Source: an optimization exercise on an open RTL-to-GDS flow (aim: small area). Production flows keep margins and buffers that such runs may drop.
No run shown here included a check of the RTL's function; only the layout flow was run.
The clock cells of runs 1 and 2 come from the design's own scripts or RTL, not from TritonCTS.
The clock input has no modelled driver; a real chip could not lean on it and would need a root buffer or a full tree.
Power is estimated from default activity; no workload was simulated.

==> flow/config.mk <==
export PLATFORM = sky130hd
export DESIGN_NAME = ir_encoder
export DESIGN_NICKNAME = ir_encoder
export VERILOG_FILES = /design/flow/design.v
export SDC_FILE = /design/flow/constraint.sdc
export NUM_CORES = 4
export LEC_CHECK = 0
export CAP_MARGIN = 20
export CORE_MARGIN = 2
export CORE_UTILIZATION = 40
export PLACE_DENSITY = 0.6
export SLEW_MARGIN = 20
export SYNTH_HIERARCHICAL = 1
==> flow/constraint.sdc <==
create_clock -name core_clock -period 40.0 [get_ports {clk}]
set_input_delay 8.0000 -clock core_clock [delete_from_list [all_inputs] [get_ports {clk}]]
set_output_delay 8.0000 -clock core_clock [all_outputs]
set_load 0.01 [all_outputs]
==> flow/design.v <==
module ir_encoder (
    input wire rst,         
    input wire clk,         
    input wire [31:0] cmd,  
    input wire valid,       
    output reg ready,       
    output reg ir_output    
);
localparam [8:0] CC_X = 9'd37;
localparam [8:0] CC_K = 9'h1f6;    
localparam [8:0] CC_R = 9'd75;     
reg  [8:0] cc;
reg        car;
wire       cc_end = ((cc ^ CC_X) & CC_K) == 9'd0;
always @(posedge clk or posedge rst) begin
    if (rst) begin
        cc  <= CC_R;
        car <= 1'b0;
    end else begin
        cc  <= {cc[7:0], cc[8] ^ cc[3] ^ cc_end};
        car <= car ^ cc_end;
    end
end
localparam [16:0] M_P  = 17'h15555;   
localparam [16:0] M_S0 = 17'd69568;
localparam [16:0] E_START = 17'd92158, K_START = 17'h1bfff;  
localparam [16:0] E_SHORT = 17'd5462,  K_SHORT = 17'h1db1e;  
localparam [16:0] E_GAP   = 17'd50310, K_GAP   = 17'h1ddef;  
reg  [16:0] mq;
wire [16:0] m = mq ^ M_P;
reg        mod, st, gap;
reg [32:0] q;                    
wire last  = &q[32:1];           
wire bitv  = ~q[0] & ~last;
wire jdone = q[3] & ~q[2];       
wire t_start = ((m ^ E_START) & K_START) == 17'd0;
wire t_short = ((m ^ E_SHORT) & K_SHORT) == 17'd0;
wire t_gap   = ((m ^ E_GAP)   & K_GAP)   == 17'd0;
wire s_start = st & ~gap;               
wire s_gap   = gap & ~st & ~mod;         
wire p0      = ~st & ~mod & ~gap;        
wire p1      = st & gap;                 
wire p2      = mod & gap;                
wire t  = s_start ? t_start : s_gap ? t_gap : t_short;
wire sh = t & ((p0 & ~bitv) | p2 | s_gap);
wire        sa     = ~ready & sh;
wire        ho     = ~ready & ~sh;
wire [32:0] q_sh   = {~(gap & q[0]), q[32:1]};
wire        nready = ~ready;
wire [32:0] q_nx;
genvar i;
generate
    for (i = 0; i < 32; i = i + 1) begin : g_r
        ir_encoder_rbit u_rbit (
            .nready(nready), .sa(sa), .ho(ho),
            .ld(cmd[i]),
            .sh_in(q_sh[i]), .hold_in(q[i]),
            .q_nx(q_nx[i])
        );
    end
endgenerate
assign q_nx[32] = (sa & q_sh[32]) | (ho & q[32]);
always @(posedge clk or posedge rst) begin
    if (rst) begin
        ready     <= 1'b1;
        ir_output <= 1'b0;
    end else begin
        ready     <= ready ? ~valid : (s_gap & t & jdone);
        ir_output <= mod & ~gap & car;
    end
end
always @(posedge clk) begin
    mq  <= ((ready | t) ? M_S0 : {m[15:0], m[16] ^ m[2]}) ^ M_P;
    if (ready) begin
        st  <= 1'b1;
        mod <= valid;
        gap <= 1'b0;
    end else if (t) begin
        st  <= (st & mod) | (p0 & bitv);
        mod <= (st & ~mod & ~gap) | (p0 & ~bitv & ~last) | p1 | p2;
        gap <= (p0 & (bitv | last)) | p1 | s_gap;
    end
    q   <= q_nx;
end
endmodule
module ir_encoder_rbit (
    input  wire nready,
    input  wire sa,
    input  wire ho,
    input  wire ld,
    input  wire sh_in,
    input  wire hold_in,
    output wire q_nx
);
    assign q_nx = ~((nready | ld) & ~((sa & sh_in) | (ho & hold_in)));
endmodule
==> flow/flow/run.sh <==
#!/bin/bash
set -euo pipefail
here=$(pwd)
export PRE_FLOORPLAN_TCL="$here/flow/downsize.tcl"
export POST_CTS_TCL="$here/flow/post_cts.tcl"
export REMOVE_ABC_BUFFERS=1
export BUFFER_PORTS_ARGS="-buffer_cell sky130_fd_sc_hd__buf_1"
export CTS_ARGS="-sink_clustering_enable -repair_clock_nets -dont_use_dummy_load -buf_list {sky130_fd_sc_hd__clkbuf_2 sky130_fd_sc_hd__clkbuf_4} -root_buf sky130_fd_sc_hd__clkbuf_4"
bash standard.sh > standard.log 2>&1
==> flow/flow/downsize.tcl <==
# PRE_FLOORPLAN hook: give every combinational cell from synthesis the
# smallest-area drive strength of its type; repair_design later sizes up
# whatever then needs it. Registers keep their cell types.
set db [ord::get_db]
set block [ord::get_db_block]
set nswap 0
foreach inst [$block getInsts] {
  set master [$inst getMaster]
  set name [$master getName]
  if {![regexp {^(sky130_fd_sc_hd__[a-z0-9]+)_([0-9]+)$} $name -> base drive]} { continue }
  if {[regexp {__(df|edf|sdf|sedf|dl|conb|tap|fill|decap|diode)} $name]} { continue }
  set best $master
  set best_area [expr {[$master getWidth] * [$master getHeight]}]
  foreach d {0 1 2 3 4 6 8 12 16} {
    set cand [$db findMaster "${base}_$d"]
    if {$cand eq "NULL" || $cand eq ""} { continue }
    if {[lsearch -exact $::env(DONT_USE_CELLS) [$cand getName]] >= 0} { continue }
    set a [expr {[$cand getWidth] * [$cand getHeight]}]
    if {$a < $best_area} {
      # same pin names
      set ok 1
      foreach mt [$master getMTerms] { if {[$cand findMTerm [$mt getName]] eq "NULL"} { set ok 0 } }
      if {$ok} { set best $cand; set best_area $a }
    }
  }
  if {$best ne $master} {
    $inst swapMaster $best
    incr nswap
  }
}
puts "downsize.tcl: swapped $nswap cells to smaller drive strengths"
==> flow/flow/mytree.tcl <==
# Clock tree used in place of the one CTS builds: the register clock pins are split
# into K groups by recursive balanced cuts of their locations; each group gets a
# leaf buffer at its centroid, driven straight from the clock port when K <= 4,
# else from one root buffer. All leaves are at the same depth.
proc mytree_split {g k} {
  if {$k <= 1} { return [list $g] }
  set pts {}
  set xmin 1e18; set xmax -1e18; set ymin 1e18; set ymax -1e18
  foreach it $g {
    set b [[$it getInst] getBBox]
    set x [expr {([$b xMin]+[$b xMax])/2}]; set y [expr {([$b yMin]+[$b yMax])/2}]
    lappend pts [list $it $x $y]
    set xmin [expr {min($xmin,$x)}]; set xmax [expr {max($xmax,$x)}]
    set ymin [expr {min($ymin,$y)}]; set ymax [expr {max($ymax,$y)}]
  }
  set idx [expr {($xmax-$xmin) >= ($ymax-$ymin) ? 1 : 2}]
  set pts [lsort -real -index $idx $pts]
  set k1 [expr {$k / 2}]
  set h [expr {int(round(double([llength $pts]) * $k1 / $k))}]
  set a {}; set c {}
  for {set i 0} {$i < [llength $pts]} {incr i} { if {$i < $h} { lappend a [lindex $pts $i 0] } else { lappend c [lindex $pts $i 0] } }
  return [concat [mytree_split $a $k1] [mytree_split $c [expr {$k - $k1}]]]
}
# Replace the clock tree with K leaf buffers driven straight from the clock port.
# Sinks are split into K groups by recursive median cuts of their locations.
proc mytree_build {K bufname rootbuf} {
  set db [ord::get_db]
  set block [ord::get_db_block]
  set port_net [$block findNet clk]
  # collect all register clock pins reachable through existing clock buffers
  set sinks {}
  set bufs {}
  set todo [list $port_net]
  while {[llength $todo]} {
    set net [lindex $todo 0]; set todo [lrange $todo 1 end]
    foreach it [$net getITerms] {
      set inst [$it getInst]
      set mname [[$inst getMaster] getName]
      if {[$it isInputSignal] || [$it getIoType] eq "INPUT"} {
        if {[string match "*clkbuf*" $mname] || [string match "*clkinv*" $mname] || [string match "sky130_fd_sc_hd__buf_*" $mname]} {
          if {[lsearch -exact $bufs $inst] < 0} {
            lappend bufs $inst
            set out [$inst findITerm X]
            if {$out ne "NULL" && $out ne ""} { set on [$out getNet]; if {$on ne "NULL"} { lappend todo $on } }
          }
        } else {
          lappend sinks $it
        }
      }
    }
  }
  # remove old buffers and their output nets
  foreach inst $bufs {
    set out [$inst findITerm X]
    set on [$out getNet]
    foreach it [$inst getITerms] { $it disconnect }
    odb::dbInst_destroy $inst
    if {$on ne "NULL" && $on ne $port_net} { odb::dbNet_destroy $on }
  }
  foreach it $sinks { $it disconnect }
  set groups [mytree_split $sinks $K]
  set m [$db findMaster $bufname]
  set drv_net $port_net
  if {$K > 4} {
    set rm [$db findMaster $rootbuf]
    set rnet [odb::dbNet_create $block "clknet_root"]
    $rnet setSigType CLOCK
    set rinst [odb::dbInst_create $block $rm "clkbuf_root"]
    [$rinst findITerm A] connect $port_net
    [$rinst findITerm X] connect $rnet
    set sx 0; set sy 0
    foreach it $sinks { set b [[$it getInst] getBBox]; set sx [expr {$sx + ([$b xMin]+[$b xMax])/2}]; set sy [expr {$sy + ([$b yMin]+[$b yMax])/2}] }
    $rinst setLocation [expr {int($sx/[llength $sinks])}] [expr {int($sy/[llength $sinks])}]
    $rinst setPlacementStatus PLACED
    set drv_net $rnet
  }
  set k 0
  foreach g $groups {
    set sx 0; set sy 0
    foreach it $g { set b [[$it getInst] getBBox]; set sx [expr {$sx + ([$b xMin]+[$b xMax])/2}]; set sy [expr {$sy + ([$b yMin]+[$b yMax])/2}] }
    set n [llength $g]
    set net [odb::dbNet_create $block "clknet_leaf_$k"]
    $net setSigType CLOCK
    set inst [odb::dbInst_create $block $m "clkbuf_leaf_$k"]
    [$inst findITerm A] connect $drv_net
    [$inst findITerm X] connect $net
    foreach it $g { $it connect $net }
    $inst setLocation [expr {int($sx/$n)}] [expr {int($sy/$n)}]
    $inst setPlacementStatus PLACED
    incr k
  }
  puts "mytree: [llength $bufs] old buffers removed, [llength $sinks] sinks in $K groups of $bufname"
}
==> flow/flow/post_cts.tcl <==
# POST_CTS hook: rebuild the clock tree as one root buffer and six leaf buffers,
# then legalize the new buffers.
source [file join [file dirname [info script]] mytree.tcl]
mytree_build 6 sky130_fd_sc_hd__clkbuf_4 sky130_fd_sc_hd__clkbuf_2
detailed_placement
check_placement -verbose
estimate_parasitics -placement
report_clock_skew
==> flow/standard.sh <==
#!/bin/bash
# synth_recipe.tcl (not shown) runs the flow's synth.tcl, then flattens the netlist and writes it again
# the make line also repeats each setting of config.mk as NAME=value (left out here)
make -C /OpenROAD-flow-scripts/flow DESIGN_CONFIG=/design/flow/config.mk WORK_HOME=/design/flow/orfs CLKGATE_MAP_FILE= SYNTH_SCRIPT=/design/flow/synth_recipe.tcl "${@:-finish}"
==> impl_results.html, run 1 <==
<table>
<tr><th>Metric</th><th>Value</th></tr>
<tr><th colspan="2">Outcome</th></tr>
<tr><td>Status</td><td>no timing/DRC/antenna violations</td></tr>
<tr><th colspan="2">Global routing</th></tr>
<tr><td>Met3 usage in global routing</td><td>0.02602</td></tr>
<tr><td>Most used routing layer in global routing</td><td>met2</td></tr>
<tr><td>Met1 demand-to-capacity share in global routing</td><td>0.2128</td></tr>
<tr><td>Overflow left after global routing</td><td>0</td></tr>
<tr><td>Number of global-route vias before repair</td><td>1640</td></tr>
<tr><td>Global routing met2 resource utilization</td><td>0.2227</td></tr>
<tr><td>Overall track demand over capacity in global routing</td><td>0.1475</td></tr>
<tr><td>Antenna violations before repair</td><td>0</td></tr>
<tr><td>Global-route wire length before repair</td><td>7576 um</td></tr>
<tr><td>Largest net degree at the start of global routing</td><td>37</td></tr>
<tr><th colspan="2">Worst setup path</th></tr>
<tr><td>Critical path launch point type</td><td>register</td></tr>
<tr><td>Worst Path Class, Setup</td><td>reg2out</td></tr>
<tr><td>Critical Path RT</td><td>32000 ps</td></tr>
<tr><td>Crit-path leading delay family</td><td>flip-flops</td></tr>
<tr><td>Bufs and invs on worst path</td><td>1</td></tr>
<tr><td>Arrival time worst endpoint</td><td>1230 ps</td></tr>
<tr><td>CP max stage delay</td><td>630 ps</td></tr>
<tr><td>List of cells traversed by the critical path</td><td>buf_1</td></tr>
<tr><td>Critical Path Sink Type</td><td>output pin</td></tr>
<tr><td>Largest driver fanout on the critical path</td><td>8</td></tr>
<tr><td>Slowest-stage cell, CP</td><td>sky130_fd_sc_hd__dfstp_2</td></tr>
<tr><th colspan="2">Clock network</th></tr>
<tr><td>Clk slew on worst S/H paths</td><td>100 ps</td></tr>
<tr><td>Clock Latency Late Sink</td><td>440 ps</td></tr>
<tr><td>Num Clock Sinks</td><td>65</td></tr>
<tr><th colspan="2">Timing</th></tr>
<tr><td>Final-layout setup total negative slack</td><td>0 ps</td></tr>
<tr><td>Worst Max-Slew Pin Slew</td><td>624.1 ps</td></tr>
<tr><td>F_max</td><td>108.3 MHz</td></tr>
<tr><td>Period utilisation layout</td><td>0.2307</td></tr>
<tr><td>Final Hold Fails</td><td>0</td></tr>
<tr><td>Finish-stage setup viols</td><td>0</td></tr>
<tr><td>Final-report max-slew violation count</td><td>0</td></tr>
<tr><td>Minimum clock period</td><td>9230 ps</td></tr>
<tr><td>Unrepaired setup endpoints after global routing</td><td>no</td></tr>
<tr><td>Headroom to the max-slew limit</td><td>0.5824</td></tr>
<tr><td>Final clock skew</td><td>14.52 ps</td></tr>
<tr><th colspan="2">Placed design</th></tr>
<tr><td>Post-detailed-placement cell area</td><td>2512 sq um</td></tr>
<tr><td>Total half-perimeter wirelength after legalization and detailed placement</td><td>3024 um</td></tr>
<tr><td>Count of input and output buffers</td><td>36</td></tr>
<tr><td>Gpl congestion</td><td>0.7681</td></tr>
<tr><td>Dpl cells</td><td>326</td></tr>
<tr><th colspan="2">Final layout</th></tr>
<tr><td>Cell area after layout</td><td>2564 sq um</td></tr>
<tr><td>End-of-flow core utilization</td><td>0.4656</td></tr>
<tr><td>Fillcell total</td><td>567</td></tr>
<tr><td>Post-layout instance count excluding filler cells</td><td>333</td></tr>
<tr><td>Register area</td><td>1378 sq um</td></tr>
<tr><td>Multi-input gate area in the final layout</td><td>862.1 sq um</td></tr>
<tr><td>ANT cells</td><td>0</td></tr>
<tr><td>Layout cell share with drive strength beyond 1</td><td>0.06513</td></tr>
<tr><td>Net total in the final layout</td><td>298</td></tr>
<tr><th colspan="2">Detailed routing</th></tr>
<tr><td>Residual DRC</td><td>0</td></tr>
<tr><td>Via/cell ratio</td><td>5.393</td></tr>
<tr><td>DRC violation total after the first TritonRoute iteration</td><td>86</td></tr>
<tr><td>Drt pass-1 iters</td><td>4</td></tr>
<tr><td>Count of vias placed by the detailed router</td><td>1796</td></tr>
<tr><td>Number of routed nets with antenna violations</td><td>0</td></tr>
<tr><td>Average wire per standard cell</td><td>13.44 um</td></tr>
<tr><td>Wire length after detailed routing</td><td>4475 um</td></tr>
<tr><th colspan="2">Yosys</th></tr>
<tr><td>Post-synthesis mux area share</td><td>0</td></tr>
<tr><td>Sequential fraction of the synthesis area</td><td>0.6020</td></tr>
<tr><td>Number of cells produced by synthesis</td><td>218</td></tr>
<tr><td>Flop and latch count out of synthesis</td><td>65</td></tr>
<tr><td>Fraction of the mapped netlist area in compound gates</td><td>0.2220</td></tr>
<tr><td>Xor and xnor fraction of the mapped netlist area</td><td>0.01148</td></tr>
<tr><td>Combinational family with the most area after synthesis</td><td>compound AO/OA/AOI/OAI gates</td></tr>
<tr><td>Simple logic cell fraction of the synthesized area</td><td>0.1460</td></tr>
<tr><td>Adder-cell share of the synthesized area</td><td>0</td></tr>
<tr><td>Yosys warning total</td><td>7</td></tr>
<tr><td>Number of enable flip-flop cells after synthesis</td><td>1</td></tr>
<tr><td>Proportion of register bits with asynchronous set or reset after synthesis</td><td>0.1846</td></tr>
<tr><td>Count of unique library cells instantiated by Yosys</td><td>38</td></tr>
<tr><td>Top flip-flop cell by instance count after synthesis</td><td>sky130_fd_sc_hd__dfxtp_1</td></tr>
<tr><td>Synthesized chip area reported by yosys</td><td>2288 sq um</td></tr>
<tr><th colspan="2">Floorplanning</th></tr>
<tr><td>Io pins</td><td>37</td></tr>
<tr><td>DIE AREA</td><td>6312 sq um</td></tr>
<tr><td>Width of the die</td><td>79.45 um</td></tr>
<tr><td>Starting density of the core</td><td>0.4135</td></tr>
<tr><td>CORE AREA</td><td>5507 sq um</td></tr>
<tr><td>Die outline height</td><td>79.45 um</td></tr>
<tr><td>Cell Rows</td><td>27</td></tr>
<tr><th colspan="2">Worst hold path</th></tr>
<tr><td>Class of the tightest hold or removal check</td><td>reg2reg</td></tr>
<tr><th colspan="2">Job</th></tr>
<tr><td>Max cap viols</td><td>0</td></tr>
<tr><th colspan="2">Pwr</th></tr>
<tr><td>PwrDens</td><td>50.61 nW/um^2</td></tr>
<tr><td>Static leakage</td><td>0.9490 nW</td></tr>
<tr><td>IR Drop Worst-Case VDD</td><td>0.01778 mV</td></tr>
</table>
==> final timing paths <==
path,start,end,slack [ps],depth (start not counted)
setup / recovery,ready,ready,30770,1
hold / removal,cc[0],cc[1],360,0
setup reg to reg,st,q[20],37370,8
hold reg to reg,cc[0],cc[1],360,0
max in group asynchronous,rst,cc[6],32160,2
min in group asynchronous,rst,ir_output,7500,2
==> modules after synthesis (local to each module, per instance) <==
module | cells | copies in the design | area (sq um) | flip-flops and latches
ir_encoder_rbit | 2 | 32 | 12.51 | 0
ir_encoder | 154 | 1 | 1888 | 65
==> layer usage <==
metal | wire, um | up-vias
li1 | - | 917
met3 | 196 | 8
met1 | 2252 | 835
met4 | 123 | 0
met2 | 1902 | 36
met5 | 0 | -
==> cell usage in the layout (no fill, tap or decap), drive strengths merged, types with 4 or more instances in the layout <==
cell / instances
dfxtp: 52
buf: 38
o21ai: 34
a22oi: 32
nor2: 15
nand4: 11
nand2: 10
inv: 9
dfrtp: 7
clkbuf: 7
dfstp: 5
nand3: 4
==> state kept, by name, indices dropped and copies added, names as in the netlist <==
register,cells
gap,1
mod,1
st,1
car,1
q,33
cc,9
mq,17
ready,1
ir_output,1
==> cell usage after synthesis, types with 4 or more instances <==
| cell | number | area (sq um) |
|---|---|---|
| sky130_fd_sc_hd__dfxtp_1 | 52 | 1041 |
| sky130_fd_sc_hd__dfrtp_1 | 7 | 175.2 |
| sky130_fd_sc_hd__nand3_1 | 4 | 20.02 |
| sky130_fd_sc_hd__o21ai_1 | 32 | 160.2 |
| sky130_fd_sc_hd__inv_1 | 8 | 30.03 |
| sky130_fd_sc_hd__nand2_1 | 10 | 37.54 |
| sky130_fd_sc_hd__nor2_1 | 14 | 52.55 |
| sky130_fd_sc_hd__dfstp_2 | 5 | 131.4 |
| sky130_fd_sc_hd__a22oi_1 | 32 | 240.2 |
| sky130_fd_sc_hd__nand4_1 | 11 | 68.82 |
==> layout make-up <==
type	instances	share of cell area
inverter	9	0.01318
multi-input combinational	142	0.3363
buffer	7	0.01952
tap	72	0.03514
sequential	65	0.5373
timing repair buffer	38	0.05857
==> power breakdown <==
group | internal [W] | switching, W
combinational | 0.00000854 | 0.00000605
clock | 0.00000759 | 0.0000186
sequential | 0.0000790 | 0.00000993
total | 0.0000952 | 0.0000346
==> per-stage QoR <==
stage	total power (W)	setup WS, ps	hold slack, ps
floorplan	0.00009957	31420	345.2
detailed placement	0.0001054	31240	347.6
global placement	0.0001050	31250	345.8
finish	0.0001298	30770	361.0
global route	0.0001391	30710	372.2
==> kinds of logic after synthesis <==
kind of cell              Yosys count
AOI/OAI and AO/OA                  78
buffers and inverters              11
DFF                                65
xor gates and xnor gates            3
and+or+nand+nor                    61
==> inputs of run 2 (changes only) <==
==> flow/design.v (replaced) <==
module ir_encoder (
    input wire rst,         
    input wire clk,         
    input wire [31:0] cmd,  
    input wire valid,       
    output wire ready,      
    output reg ir_output    
);
localparam [8:0] CC_X = 9'd37;
localparam [8:0] CC_K = 9'h1f6;    
localparam [8:0] CC_R = 9'd75;     
reg  [8:0] cc;
reg        car;
wire       cc_end = ((cc ^ CC_X) & CC_K) == 9'd0;
always @(posedge clk or posedge rst) begin
    if (rst) begin
        cc  <= CC_R;
        car <= 1'b0;
    end else begin
        cc  <= {cc[7:0], cc[8] ^ cc[3] ^ cc_end};
        car <= car ^ cc_end;
    end
end
localparam [16:0] M_P     = 17'h15555;   
localparam [16:0] M_E     = 17'd58546;
localparam [16:0] S_START = 17'd91814;   
localparam [16:0] S_SHORT = 17'd83596;   
localparam [16:0] S_LONG  = 17'd85548;   
localparam [16:0] S_GAP   = 17'd91798;   
reg  [16:0] mq;
wire [16:0] m = mq ^ M_P;
reg        mod, st, gap;
assign ready = st & gap;
reg [32:0] q;                    
wire last  = ~|q[32:1];          
wire bitv  = ~q[0];              
wire jdone = ~q[27] & q[26];     
wire t  = m == M_E;               
wire sh = t & ~mod & ~st;        
wire        sa     = ~ready & sh;
wire        ho     = ~ready & ~sh;
wire [32:0] q_sh   = {gap & ~q[0], q[32:1]};
wire        nready = ~ready;
wire [32:0] q_nx;
genvar i;
generate
    for (i = 0; i < 32; i = i + 1) begin : g_r
        ir_encoder_rbit u_rbit (
            .nready(nready), .sa(sa), .ho(ho),
            .ld(cmd[i]),
            .sh_in(q_sh[i]), .hold_in(q[i]),
            .q_nx(q_nx[i])
        );
    end
endgenerate
assign q_nx[32] = ~nready | (sa & q_sh[32]) | (ho & q[32]);
wire        n_start = ready | (st & mod);              
wire        n_gap   = gap | (~st & ~mod & last);       
wire        n_long  = ~st & mod & bitv;                
wire [16:0] s_nx    = (n_start ? S_START : n_gap ? S_GAP : n_long ? S_LONG : S_SHORT) ^ M_P;
wire        m_clr   = ready | t;
wire        m_nclr  = ~m_clr;
wire [16:0] m_kg    = ~({17{m_clr}} & s_nx);
wire [16:0] m_in    = {m[15:0], m[16] ^ m[13]} ^ M_P;    
wire [16:0] mq_nx;
localparam [16:0] V_START = S_START ^ M_P, V_SHORT = S_SHORT ^ M_P,
                  V_LONG  = S_LONG  ^ M_P, V_GAP   = S_GAP   ^ M_P;
generate
    for (i = 0; i < 17; i = i + 1) begin : g_m
        if (V_START[i] == V_SHORT[i] && V_START[i] == V_LONG[i] && V_START[i] == V_GAP[i]) begin : g_c
            if (V_START[i]) begin : g_set
                ir_encoder_stage1 u_st (.nclr(m_nclr), .dn(~m_in[i]), .y(mq_nx[i]));
            end else begin : g_rst
                ir_encoder_stage0 u_st (.clr(m_clr), .dn(~m_in[i]), .y(mq_nx[i]));
            end
        end else begin : g_v
            ir_encoder_stagev u_st (.clr(m_clr), .dn(~m_in[i]), .kg(m_kg[i]), .y(mq_nx[i]));
        end
    end
endgenerate
always @(posedge clk or posedge rst) begin
    if (rst) begin
        st        <= 1'b1;
        gap       <= 1'b1;
        ir_output <= 1'b0;
    end else begin
        st        <= ready | (st & ~(t & ~mod)) | (gap & ~mod & t & jdone);
        gap       <= ready ? ~valid : (gap | (t & ~st & ~mod & last));
        ir_output <= mod & car;
    end
end
always @(posedge clk) begin
    mq  <= mq_nx;
    mod <= ready ? valid : (t ? (~mod & ~gap & (st | ~last)) : mod);
    q   <= q_nx;
end
endmodule
module ir_encoder_rbit (
    input  wire nready,
    input  wire sa,
    input  wire ho,
    input  wire ld,
    input  wire sh_in,
    input  wire hold_in,
    output wire q_nx
);
    assign q_nx = ~((nready | ld) & ~((sa & sh_in) | (ho & hold_in)));
endmodule
module ir_encoder_stage0 (
    input  wire clr,
    input  wire dn,
    output wire y
);
    assign y = ~(clr | dn);
endmodule
module ir_encoder_stage1 (
    input  wire nclr,
    input  wire dn,
    output wire y
);
    assign y = ~(nclr & dn);
endmodule
module ir_encoder_stagev (
    input  wire clr,
    input  wire dn,
    input  wire kg,
    output wire y
);
    assign y = ~((clr | dn) & kg);
endmodule
==> impl_results.html, run 2 <==
<table>
<tr><th>Metric</th><th>Value</th></tr>
<tr><th colspan="2">Detailed routing</th></tr>
<tr><td>Count of vias placed by the detailed router</td><td>1795 (was 1796)</td></tr>
<tr><td>Number of routed nets with antenna violations</td><td>0 (unchanged)</td></tr>
<tr><td>Wire length after detailed routing</td><td>4510 um (was 4475 um)</td></tr>
<tr><td>Average wire per standard cell</td><td>13.75 um (was 13.44 um)</td></tr>
<tr><td>Via/cell ratio</td><td>5.473 (was 5.393)</td></tr>
<tr><td>Residual DRC</td><td>0 (unchanged)</td></tr>
<tr><td>DRC violation total after the first TritonRoute iteration</td><td>115 (was 86)</td></tr>
<tr><td>Drt pass-1 iters</td><td>5 (was 4)</td></tr>
<tr><th colspan="2">Timing</th></tr>
<tr><td>Minimum clock period</td><td>9466 ps (was 9230 ps)</td></tr>
<tr><td>F_max</td><td>105.6 MHz (was 108.3 MHz)</td></tr>
<tr><td>Period utilisation layout</td><td>0.2366 (was 0.2307)</td></tr>
<tr><td>Worst Max-Slew Pin Slew</td><td>576.2 ps (was 624.1 ps)</td></tr>
<tr><td>Final clock skew</td><td>14.82 ps (was 14.52 ps)</td></tr>
<tr><td>Final-report max-slew violation count</td><td>0 (unchanged)</td></tr>
<tr><td>Unrepaired setup endpoints after global routing</td><td>no (unchanged)</td></tr>
<tr><td>Final-layout setup total negative slack</td><td>0 ps (unchanged)</td></tr>
<tr><td>Finish-stage setup viols</td><td>0 (unchanged)</td></tr>
<tr><td>Final Hold Fails</td><td>0 (unchanged)</td></tr>
<tr><td>Headroom to the max-slew limit</td><td>0.6123 (was 0.5824)</td></tr>
<tr><th colspan="2">Pwr</th></tr>
<tr><td>Power after layout</td><td>0.00009159 W (was 0.0001298 W)</td></tr>
<tr><td>PwrDens</td><td>35.80 nW/um^2 (was 50.61 nW/um^2)</td></tr>
<tr><td>IR Drop Worst-Case VDD</td><td>0.02328 mV (was 0.01778 mV)</td></tr>
<tr><td>Static leakage</td><td>0.9595 nW (was 0.9490 nW)</td></tr>
<tr><th colspan="2">Job</th></tr>
<tr><td>Max cap viols</td><td>0 (unchanged)</td></tr>
<tr><th colspan="2">Clock network</th></tr>
<tr><td>Clock Latency Late Sink</td><td>440 ps (about the same)</td></tr>
<tr><td>Num Clock Sinks</td><td>64 (was 65)</td></tr>
<tr><td>Clk slew on worst S/H paths</td><td>110 ps (was 100 ps)</td></tr>
<tr><th colspan="2">Worst setup path</th></tr>
<tr><td>Critical Path RT</td><td>32000 ps (about the same)</td></tr>
<tr><td>List of cells traversed by the critical path</td><td>nand2_1 -&gt; inv_1 -&gt; buf_1 (was buf_1)</td></tr>
<tr><td>Arrival time worst endpoint</td><td>1470 ps (was 1230 ps)</td></tr>
<tr><td>Crit-path leading delay family</td><td>flip-flops (unchanged)</td></tr>
<tr><td>Largest driver fanout on the critical path</td><td>13 (was 8)</td></tr>
<tr><td>Critical Path Sink Type</td><td>output pin (unchanged)</td></tr>
<tr><td>Worst Path Class, Setup</td><td>reg2out (unchanged)</td></tr>
<tr><td>Slowest-stage cell, CP</td><td>sky130_fd_sc_hd__dfstp_2 (unchanged)</td></tr>
<tr><td>Bufs and invs on worst path</td><td>2 (was 1)</td></tr>
<tr><td>Critical path launch point type</td><td>register (unchanged)</td></tr>
<tr><td>CP max stage delay</td><td>680 ps (was 630 ps)</td></tr>
<tr><th colspan="2">Final layout</th></tr>
<tr><td>Number of flip-flops in the largest register</td><td>33 (unchanged)</td></tr>
<tr><td>Most common cell after layout, fill and taps aside</td><td>sky130_fd_sc_hd__dfxtp_1 (unchanged)</td></tr>
<tr><td>ANT cells</td><td>0 (unchanged)</td></tr>
<tr><td>Most frequent cells in the layout</td><td>sky130_fd_sc_hd__dfxtp_1 (50), sky130_fd_sc_hd__o21ai_1 (39), sky130_fd_sc_hd__buf_1 (36) (was sky130_fd_sc_hd__dfxtp_1 (52), sky130_fd_sc_hd__buf_1 (36), sky130_fd_sc_hd__a22oi_1 (32), sky130_fd_sc_hd__o21ai_1 (32), sky130_fd_sc_hd__nor2_1 (14))</td></tr>
<tr><td>Layout cell share with drive strength beyond 1</td><td>0.08984 (was 0.06513)</td></tr>
<tr><td>Net total in the final layout</td><td>293 (was 298)</td></tr>
<tr><th colspan="2">Global routing</th></tr>
<tr><td>Number of global-route vias before repair</td><td>1721 (was 1640)</td></tr>
<tr><td>Overflow left after global routing</td><td>0 (unchanged)</td></tr>
<tr><td>Antenna violations before repair</td><td>0 (unchanged)</td></tr>
<tr><td>Largest net degree at the start of global routing</td><td>35 (was 37)</td></tr>
<tr><td>Global-route wire length before repair</td><td>7928 um (was 7576 um)</td></tr>
<tr><td>Overall track demand over capacity in global routing</td><td>0.1544 (was 0.1475)</td></tr>
<tr><th colspan="2">Placed design</th></tr>
<tr><td>Total half-perimeter wirelength after legalization and detailed placement</td><td>3128 um (was 3024 um)</td></tr>
<tr><td>Gpl congestion</td><td>0.8500 (was 0.7681)</td></tr>
<tr><td>Count of input and output buffers</td><td>36 (unchanged)</td></tr>
<tr><th colspan="2">Worst hold path</th></tr>
<tr><td>Class of the tightest hold or removal check</td><td>reg2reg (unchanged)</td></tr>
<tr><th colspan="2">Floorplanning</th></tr>
<tr><td>DIE AREA</td><td>6250 sq um (was 6312 sq um)</td></tr>
<tr><td>Cell Rows</td><td>27 (unchanged)</td></tr>
<tr><td>CORE AREA</td><td>5473 sq um (was 5507 sq um)</td></tr>
<tr><td>Width of the die</td><td>79.06 um (was 79.45 um)</td></tr>
<tr><td>Io pins</td><td>37 (unchanged)</td></tr>
<tr><td>Starting density of the core</td><td>0.4118 (was 0.4135)</td></tr>
<tr><td>Die outline height</td><td>79.06 um (was 79.45 um)</td></tr>
<tr><th colspan="2">Yosys</th></tr>
<tr><td>Yosys warning total</td><td>7 (unchanged)</td></tr>
<tr><td>Number of cells produced by synthesis</td><td>212 (was 218)</td></tr>
<tr><th colspan="2">Outcome</th></tr>
<tr><td>Status</td><td>no timing/DRC/antenna violations (unchanged)</td></tr>
</table>
==> run 2: changes by cell type in the layout (fill, tap and decap cells not counted), sizes merged, moves of 3 or more <==
cell | before | now
nor2b | 3 | 0
inv | 9 | 5
o21ai | 34 | 41
nand4 | 11 | 1
nor4 | 3 | 8
nor2 | 15 | 11
==> run 2: where the power goes <==
| part | switching [W] | internal [W] | total [W] | leakage [nW] |
|---|---|---|---|---|
| clock | 0.0000185 | 0.00000759 | 0.0000261 | 0.0318 |
| sequential | 0 | 0.0000641 | 0.0000641 | 0.582 |
| combinational | 0.000000712 | 0.000000742 | 0.00000145 | 0.346 |
| total | 0.0000192 | 0.0000724 | 0.0000916 | 0.959 |
==> run 2: final cells by class <==
type	count	area [sq um]
inverter	5	18.77
fill	561	2914
multi-input combinational	140	870.8
sequential	64	1364
tap	72	90.09
timing repair buffer	40	165.2
buffer	7	50.05
==> run 2: worst paths after layout <==
check,startpoint,end,slack (ps),cells after the start
max,gap,ready,30530,3
max in group asynchronous,rst,cc[6],32130,2
min in group asynchronous,rst,car,7510,2
max reg2reg,mq[4],q[9],37910,7
min,cc[0],cc[1],350,0
min reg2reg,cc[0],cc[1],350,0
==> run 2: per-stage QoR <==
step / setup WS, ps / hold WS [ps] / cell area, sq um / instances / utilization
global route: 30420 / 337.6 / 2559 / 328 / 0.4675
detailed placement: 31010 / 349.1 / 2509 / 321 / 0.4584
finish: 30530 / 346.6 / 2559 / 328 / 0.4675
floorplan: 30650 / 345.2 / 2242 / 209 / -
global placement: 31030 / 345.7 / 2509 / 321 / 0.4584
==> run 2: per-layer routing <==
metal / track usage / vias up / part of all wire
met1: 0.2318 / 832 / 0.49
met3: 0.02614 / 8 / 0.061
met4: 0.03621 / 0 / 0.018
met2: 0.2322 / 52 / 0.43
met5: 0 / - / 0
li1: - / 903 / -
==> inputs of run 3 (changes only) <==
==> flow/design.v (replaced) <==
module ir_encoder (
    input wire rst,         
    input wire clk,         
    input wire [31:0] cmd,  
    input wire valid,       
    output reg ready,       
    output reg ir_output    
);
localparam [2:0]
    IDLE        = 3'd0,     
    START_MOD   = 3'd1,     
    START_SPACE = 3'd2,     
    ACTIVE      = 3'd3,     
    PAUSE       = 3'd4,     
    GAP		= 3'd5;     
localparam
    CARRIER_DIV = 347,  
    DATA_DIV    = 13888,  
    START_TICKS = 112500,  
    STOP_TICKS  = 5000000;  
reg [15:0] carrier_cnt;
reg carrier_36k;
always @(posedge clk or posedge rst) begin
    if(rst) begin
        carrier_cnt <= 0;
        carrier_36k <= 0;
    end else begin
        if(carrier_cnt >= CARRIER_DIV-1) begin
            carrier_cnt <= 0;
            carrier_36k <= ~carrier_36k;
        end else begin
            carrier_cnt <= carrier_cnt + 1;
        end
    end
end
reg [31:0] shift_reg;
reg [5:0]  bit_cnt;
reg [23:0] main_cnt;
reg [27:0] gap_cnt;
reg [2:0]  state;
always @(posedge clk or posedge rst) begin
    if(rst) begin
        ready     <= 1'b1;
        ir_output <= 1'b0;
        shift_reg <= 0;
        bit_cnt   <= 0;
        main_cnt  <= 0;
	gap_cnt   <= 0;
        state     <= IDLE;
    end else begin
        case(state)
            IDLE: begin
                ir_output <= 1'b0;
                if(valid && ready) begin
                    shift_reg <= cmd;
                    ready     <= 1'b0;
                    main_cnt  <= 0;
                    state     <= START_MOD;
                end
            end
            START_MOD: begin
                ir_output <= carrier_36k;
                if(main_cnt == START_TICKS) begin
                    main_cnt <= 0;
                    state    <= START_SPACE;
                end else begin
                    main_cnt <= main_cnt + 1;
                end
            end
            START_SPACE: begin
                ir_output <= 1'b0;
                if(main_cnt == START_TICKS) begin
                    main_cnt   <= 0;
                    bit_cnt    <= 0;
                    state      <= ACTIVE;
                end else begin
                    main_cnt <= main_cnt + 1;
                end
            end
            ACTIVE: begin
                ir_output <= carrier_36k;
                if(main_cnt == DATA_DIV-1) begin
                    main_cnt <= 0;
                    state    <= PAUSE;
                end else begin
                    main_cnt <= main_cnt + 1;
                end
            end
            PAUSE: begin
                ir_output <= 1'b0;
                if(main_cnt == (shift_reg[0] ? (DATA_DIV*3)-1 : DATA_DIV-1)) begin 
                    main_cnt <= 0;
                    shift_reg <= {1'b0, shift_reg[31:1]};  
                    bit_cnt   <= bit_cnt + 1;
                    if(bit_cnt == 32) begin
                        state <= GAP; 
			gap_cnt <= 1'b0;
                    end else begin
                        state <= ACTIVE;
                    end
                end else begin
                    main_cnt <= main_cnt + 1;
                end
            end
	    GAP: begin
                ir_output <= 1'b0;
                if(gap_cnt == STOP_TICKS-1) begin
                    ready <= 1'b1;
                    state <= IDLE;
                end else begin
                    gap_cnt <= gap_cnt + 1;
                end
            end
        endcase
    end
end
endmodule                                  
==> flow/run.sh (new file) <==
#!/bin/bash
# synth_recipe.tcl (not shown) runs the flow's synth.tcl, then flattens the netlist and writes it again
# the make line also repeats each setting of config.mk as NAME=value (left out here)
make -C /OpenROAD-flow-scripts/flow DESIGN_CONFIG=/design/flow/config.mk WORK_HOME=/design/flow/orfs CLKGATE_MAP_FILE= SYNTH_SCRIPT=/design/flow/synth_recipe.tcl finish
--- a/flow/config.mk
+++ b/flow/config.mk
@@ -10,4 +10,3 @@
 export CORE_UTILIZATION = 40
 export PLACE_DENSITY = 0.6
 export SLEW_MARGIN = 20
-export SYNTH_HIERARCHICAL = 1
removed: flow/flow/run.sh
removed: flow/flow/downsize.tcl
removed: flow/flow/mytree.tcl
removed: flow/flow/post_cts.tcl
removed: flow/standard.sh
==> impl_results.html, run 3 <==
<table>
<tr><th>Metric</th><th>Value</th></tr>
<tr><th colspan="2">Clock network</th></tr>
<tr><td>Buffer cell driving the clock tree root</td><td>sky130_fd_sc_hd__clkbuf_16</td></tr>
<tr><td>Number of hold-repair buffers added at the cts stage</td><td>0</td></tr>
<tr><td>Num Clock Sinks</td><td>112 (was 64)</td></tr>
<tr><td>Post-cts repair resize count</td><td>0</td></tr>
<tr><td>Clk slew on worst S/H paths</td><td>80 ps (was 110 ps)</td></tr>
<tr><td>Max Buffers Root-to-Sink</td><td>2</td></tr>
<tr><td>Clock Latency Late Sink</td><td>350 ps (was 440 ps)</td></tr>
<tr><td>Max H-tree Level</td><td>3</td></tr>
<tr><td>Number of setup buffers added after CTS</td><td>0</td></tr>
<tr><td>Clock buffer count from CTS</td><td>9</td></tr>
<tr><td>CTS tree</td><td>done</td></tr>
<tr><th colspan="2">Final layout</th></tr>
<tr><td>Net total in the final layout</td><td>651 (was 293)</td></tr>
<tr><td>Most common cell after layout, fill and taps aside</td><td>sky130_fd_sc_hd__dfrtp_1 (was sky130_fd_sc_hd__dfxtp_1)</td></tr>
<tr><td>ANT cells</td><td>0 (unchanged)</td></tr>
<tr><td>Syn-to-layout area delta</td><td>15.99%</td></tr>
<tr><td>Most frequent cells in the layout</td><td>sky130_fd_sc_hd__dfrtp_1 (111), sky130_fd_sc_hd__nand2_1 (74), sky130_fd_sc_hd__nor2_1 (63) (was sky130_fd_sc_hd__dfxtp_1 (50), sky130_fd_sc_hd__o21ai_1 (39), sky130_fd_sc_hd__buf_1 (36))</td></tr>
<tr><td>Fillcell total</td><td>1341 (was 561)</td></tr>
<tr><td>Number of flip-flops in the largest register</td><td>32 (was 33)</td></tr>
<tr><td>Layout cell share with drive strength beyond 1</td><td>0.05375 (was 0.08984)</td></tr>
<tr><th colspan="2">Placed design</th></tr>
<tr><td>Gpl congestion</td><td>0.7906 (was 0.8500)</td></tr>
<tr><td>Count of input and output buffers</td><td>36 (unchanged)</td></tr>
<tr><td>Total half-perimeter wirelength after legalization and detailed placement</td><td>7441 um (was 3128 um)</td></tr>
<tr><th colspan="2">Yosys</th></tr>
<tr><td>Cell area after synthesis</td><td>5578 sq um</td></tr>
<tr><td>Post-synth top area share</td><td>0.4980</td></tr>
<tr><td>Number of enable flip-flop cells after synthesis</td><td>0</td></tr>
<tr><td>Syn avg cell area</td><td>9.650 sq um</td></tr>
<tr><td>Yosys warning total</td><td>1 (was 7)</td></tr>
<tr><td>Sequential fraction of the synthesis area</td><td>0.5027</td></tr>
<tr><td>Most frequent cells after synthesis</td><td>sky130_fd_sc_hd__dfrtp_1 (111), sky130_fd_sc_hd__nand2_1 (74), sky130_fd_sc_hd__nor2_1 (64), sky130_fd_sc_hd__o21ai_0 (42), sky130_fd_sc_hd__mux2i_1 (34)</td></tr>
<tr><td>Count of unique library cells instantiated by Yosys</td><td>58</td></tr>
<tr><td>Cell with the most instances after synthesis</td><td>sky130_fd_sc_hd__dfrtp_1</td></tr>
<tr><td>Top post-synthesis cells by area</td><td>sky130_fd_sc_hd__dfrtp_1 (50%), sky130_fd_sc_hd__mux2i_1 (6.1%), sky130_fd_sc_hd__nand2_1 (5.0%), sky130_fd_sc_hd__xor2_1 (4.9%), sky130_fd_sc_hd__nor2_1 (4.3%)</td></tr>
<tr><td>Most area-hungry cell type in the Yosys netlist</td><td>sky130_fd_sc_hd__dfrtp_1</td></tr>
<tr><td>Flop and latch count out of synthesis</td><td>112</td></tr>
<tr><td>Top flip-flop cell by instance count after synthesis</td><td>sky130_fd_sc_hd__dfrtp_1</td></tr>
<tr><td>Proportion of register bits with asynchronous set or reset after synthesis</td><td>1.000</td></tr>
<tr><td>Number of cells produced by synthesis</td><td>578 (was 212)</td></tr>
<tr><th colspan="2">Detailed routing</th></tr>
<tr><td>Wire length after detailed routing</td><td>10990 um (was 4510 um)</td></tr>
<tr><td>Via/cell ratio</td><td>5.256 (was 5.473)</td></tr>
<tr><td>Drt pass-1 iters</td><td>4 (was 5)</td></tr>
<tr><td>Residual DRC</td><td>0 (unchanged)</td></tr>
<tr><td>Number of routed nets with antenna violations</td><td>0 (unchanged)</td></tr>
<tr><td>Count of vias placed by the detailed router</td><td>4173 (was 1795)</td></tr>
<tr><td>Average wire per standard cell</td><td>13.84 um (was 13.75 um)</td></tr>
<tr><td>DRC violation total after the first TritonRoute iteration</td><td>328 (was 115)</td></tr>
<tr><th colspan="2">Pwr</th></tr>
<tr><td>Switching Fraction</td><td>0.2132 (was 0.2095)</td></tr>
<tr><td>Combinational share of power</td><td>0.035 (was 0.016)</td></tr>
<tr><td>Switch Pwr</td><td>0.00004710 W (was 0.00001919 W)</td></tr>
<tr><td>Clock network fraction of total power</td><td>0.446 (was 0.285)</td></tr>
<tr><td>Static leakage</td><td>2.759 nW (was 0.9595 nW)</td></tr>
<tr><td>PwrDens</td><td>34.15 nW/um^2 (was 35.80 nW/um^2)</td></tr>
<tr><td>Internal</td><td>0.0001738 W (was 0.00007240 W)</td></tr>
<tr><td>Seq pwr share</td><td>0.519 (was 0.699)</td></tr>
<tr><td>IR Drop Worst-Case VDD</td><td>0.02297 mV (was 0.02328 mV)</td></tr>
<tr><th colspan="2">Floorplanning</th></tr>
<tr><td>Io pins</td><td>37 (unchanged)</td></tr>
<tr><td>Width of the die</td><td>122.1 um (was 79.06 um)</td></tr>
<tr><td>CORE AREA</td><td>13770 sq um (was 5473 sq um)</td></tr>
<tr><td>Cell Rows</td><td>43 (was 27)</td></tr>
<tr><td>Starting density of the core</td><td>0.4050 (was 0.4118)</td></tr>
<tr><td>Die outline height</td><td>122.1 um (was 79.06 um)</td></tr>
<tr><td>DIE AREA</td><td>14900 sq um (was 6250 sq um)</td></tr>
<tr><th colspan="2">Timing</th></tr>
<tr><td>Finish-stage setup viols</td><td>0 (unchanged)</td></tr>
<tr><td>Worst Max-Slew Pin Slew</td><td>1078 ps (was 576.2 ps)</td></tr>
<tr><td>Final clock skew</td><td>8.139 ps (was 14.82 ps)</td></tr>
<tr><td>Unrepaired setup endpoints after global routing</td><td>no (unchanged)</td></tr>
<tr><td>F_max</td><td>100.0 MHz (was 105.6 MHz)</td></tr>
<tr><td>Headroom to the max-slew limit</td><td>0.2812 (was 0.6123)</td></tr>
<tr><td>Final Hold Fails</td><td>0 (unchanged)</td></tr>
<tr><td>Final-layout setup total negative slack</td><td>0 ps (unchanged)</td></tr>
<tr><td>Final-report max-slew violation count</td><td>0 (unchanged)</td></tr>
<tr><td>Minimum clock period</td><td>9997 ps (was 9466 ps)</td></tr>
<tr><td>Minimum hold slack</td><td>477.9 ps (was 346.6 ps)</td></tr>
<tr><td>Period utilisation layout</td><td>0.2499 (was 0.2366)</td></tr>
<tr><th colspan="2">Worst setup path</th></tr>
<tr><td>Worst setup slack for register-to-register paths</td><td>36680 ps (was 37910 ps)</td></tr>
<tr><td>Crit-path leading delay family</td><td>simple AND/OR/NAND/NOR gates (was flip-flops)</td></tr>
<tr><td>Largest driver fanout on the critical path</td><td>12 (was 13)</td></tr>
<tr><td>Critical Path Sink Type</td><td>register (was output pin)</td></tr>
<tr><td>Worst Path Class, Setup</td><td>in2reg (was reg2out)</td></tr>
<tr><td>Bufs and invs on worst path</td><td>1 (was 2)</td></tr>
<tr><td>Slowest-stage cell, CP</td><td>sky130_fd_sc_hd__nor4_1 (was sky130_fd_sc_hd__dfstp_2)</td></tr>
<tr><td>Critical path launch point type</td><td>input pin (was register)</td></tr>
<tr><td>CP max stage delay</td><td>740 ps (was 680 ps)</td></tr>
<tr><td>Beginning of the worst register-to-register path</td><td>main_cnt[6] (was mq[4])</td></tr>
<tr><td>Origin of the worst setup path</td><td>valid (was gap)</td></tr>
<tr><td>Critical Path RT</td><td>40210 ps (was 32000 ps)</td></tr>
<tr><td>Arrival time worst endpoint</td><td>10210 ps (was 1470 ps)</td></tr>
<tr><td>List of cells traversed by the critical path</td><td>clkdlybuf4s50_1 -&gt; a2111oi_0 -&gt; a21o_1 -&gt; nor4_1 -&gt; and4_1 -&gt; xnor2_1 -&gt; nor2_1 (was nand2_1 -&gt; inv_1 -&gt; buf_1)</td></tr>
<tr><th colspan="2">Global routing</th></tr>
<tr><td>Overall track demand over capacity in global routing</td><td>0.1595 (was 0.1544)</td></tr>
<tr><td>Largest net degree at the start of global routing</td><td>85 (was 35)</td></tr>
<tr><td>Number of global-route vias before repair</td><td>4064 (was 1721)</td></tr>
<tr><td>Overflow left after global routing</td><td>0 (unchanged)</td></tr>
<tr><td>Global-route wire length before repair</td><td>19190 um (was 7928 um)</td></tr>
<tr><td>Antenna violations before repair</td><td>0 (unchanged)</td></tr>
<tr><th colspan="2">Outcome</th></tr>
<tr><td>Status</td><td>no timing/DRC/antenna violations (unchanged)</td></tr>
<tr><th colspan="2">Job</th></tr>
<tr><td>Max cap viols</td><td>0 (unchanged)</td></tr>
<tr><th colspan="2">Worst hold path</th></tr>
<tr><td>Worst Min Path Start</td><td>carrier_36k (was cc[0])</td></tr>
<tr><td>Class of the tightest hold or removal check</td><td>reg2reg (unchanged)</td></tr>
</table>
==> run 3: final cells by class <==
cell class | instances | area (sq um) | share of cell area
clock buffers | 9 | 225.2 | 0.03481
multi-input cells | 437 | 2664 | 0.4117
flip-flops and latches | 112 | 2804 | 0.4334
inverters | 9 | 36.28 | 0.005608
repair buffers | 40 | 414.1 | 0.06401
clock inverters | 7 | 101.3 | 0.01566
well taps | 180 | 225.2 | 0.03481
==> run 3: metrics by stage <==
step / cell area, sq um / cells / utilization / setup WS [ps] / power (W)
after floorplan: 5600 / 584 / - / 29040 / 0.0001197
after global placement: 6106 / 777 / 0.4433 / 29600 / 0.0001248
after detailed placement: 6106 / 777 / 0.4433 / 29460 / 0.0001250
after CTS: 6432 / 793 / 0.4670 / 29840 / 0.0002246
after global routing: 6470 / 794 / 0.4697 / 29740 / 0.0002292
final: 6470 / 794 / 0.4697 / 30000 / 0.0002209
==> run 3: cell families after synthesis <==
| group | after synthesis | synth area share |
|---|---|---|
| flip-flops | 112 | 0.5027 |
| adder cells (fa/ha/maj) | 7 | 0.01570 |
| AND/OR/NAND/NOR | 256 | 0.2290 |
| other | 1 | 0.0006723 |
| buffers and inverters | 35 | 0.02647 |
| AO/OA/AOI/OAI | 87 | 0.09130 |
| multiplexers | 36 | 0.06505 |
| XOR/XNOR | 44 | 0.06909 |
==> run 3: power groups by stage <==
stage | Clock, W | Combinational, W | Sequential [W]
floorplan | 0 | 0.00000288 | 0.000117
global placement | 0 | 0.00000794 | 0.000117
detailed placement | 0 | 0.00000808 | 0.000117
CTS | 0.000102 | 0.00000809 | 0.000115
global route | 0.000106 | 0.00000883 | 0.000115
finish | 0.0000985 | 0.00000783 | 0.000115
==> run 3: per-layer routing <==
metal,GRT usage,routed length [um],vias up,share of wire
met5,0,0,-,0
met2,0.2500,5207,52,0.47
li1,-,-,2089,-
met3,0.04588,355,6,0.032
met1,0.2179,5339,2026,0.49
met4,0.04095,89,0,0.0081
==> run 3: path summary, 6_finish.rpt <==
check,endpoint,cells after the start
hold / removal,carrier_36k,1
hold reg to reg,carrier_36k,1
max in group asynchronous,main_cnt[21],3
setup / recovery,main_cnt[14],7
min in group asynchronous,carrier_cnt[5],2
setup reg to reg,gap_cnt[0],6

what the ideal ports hide:
No port has a modelled driver above. Below, the same layouts with a new extraction and two added sets of constraints. Step 1 (the two cells are an assumption about what drives the block):
set clk [get_ports {clk}]
set_driving_cell -lib_cell sky130_fd_sc_hd__clkbuf_16 $clk
set_driving_cell -lib_cell sky130_fd_sc_hd__buf_2 [delete_from_list [all_inputs] $clk]
Step 2 times the ports against the registers' clock, not the clock port: input delays grow and output delays shrink by t, the midpoint of the rising clock arrivals with the driver on. Three values: no drivers, after step 1, after step 2; two values: the first two.
run | shift t [ns] | setup slack, ns | worst register clock-pin slew, ns | worst slew at a driven data input, ns
run 1 | 0.463 | 30.770 / 30.744 / 31.207 | 0.11 / 0.11 | 0.03
run 2 | 0.456 | 30.534 / 30.511 / 30.966 | 0.11 / 0.11 | 0.03
run 3 | 0.387 | 30.003 / 30.022 / 29.635 | 0.08 / 0.08 | 0.04
After both steps every run listed still meets setup and hold. The setup slack of run 3, which loses most, moves by +0.019 ns with the drivers and by -0.368 ns with both steps.
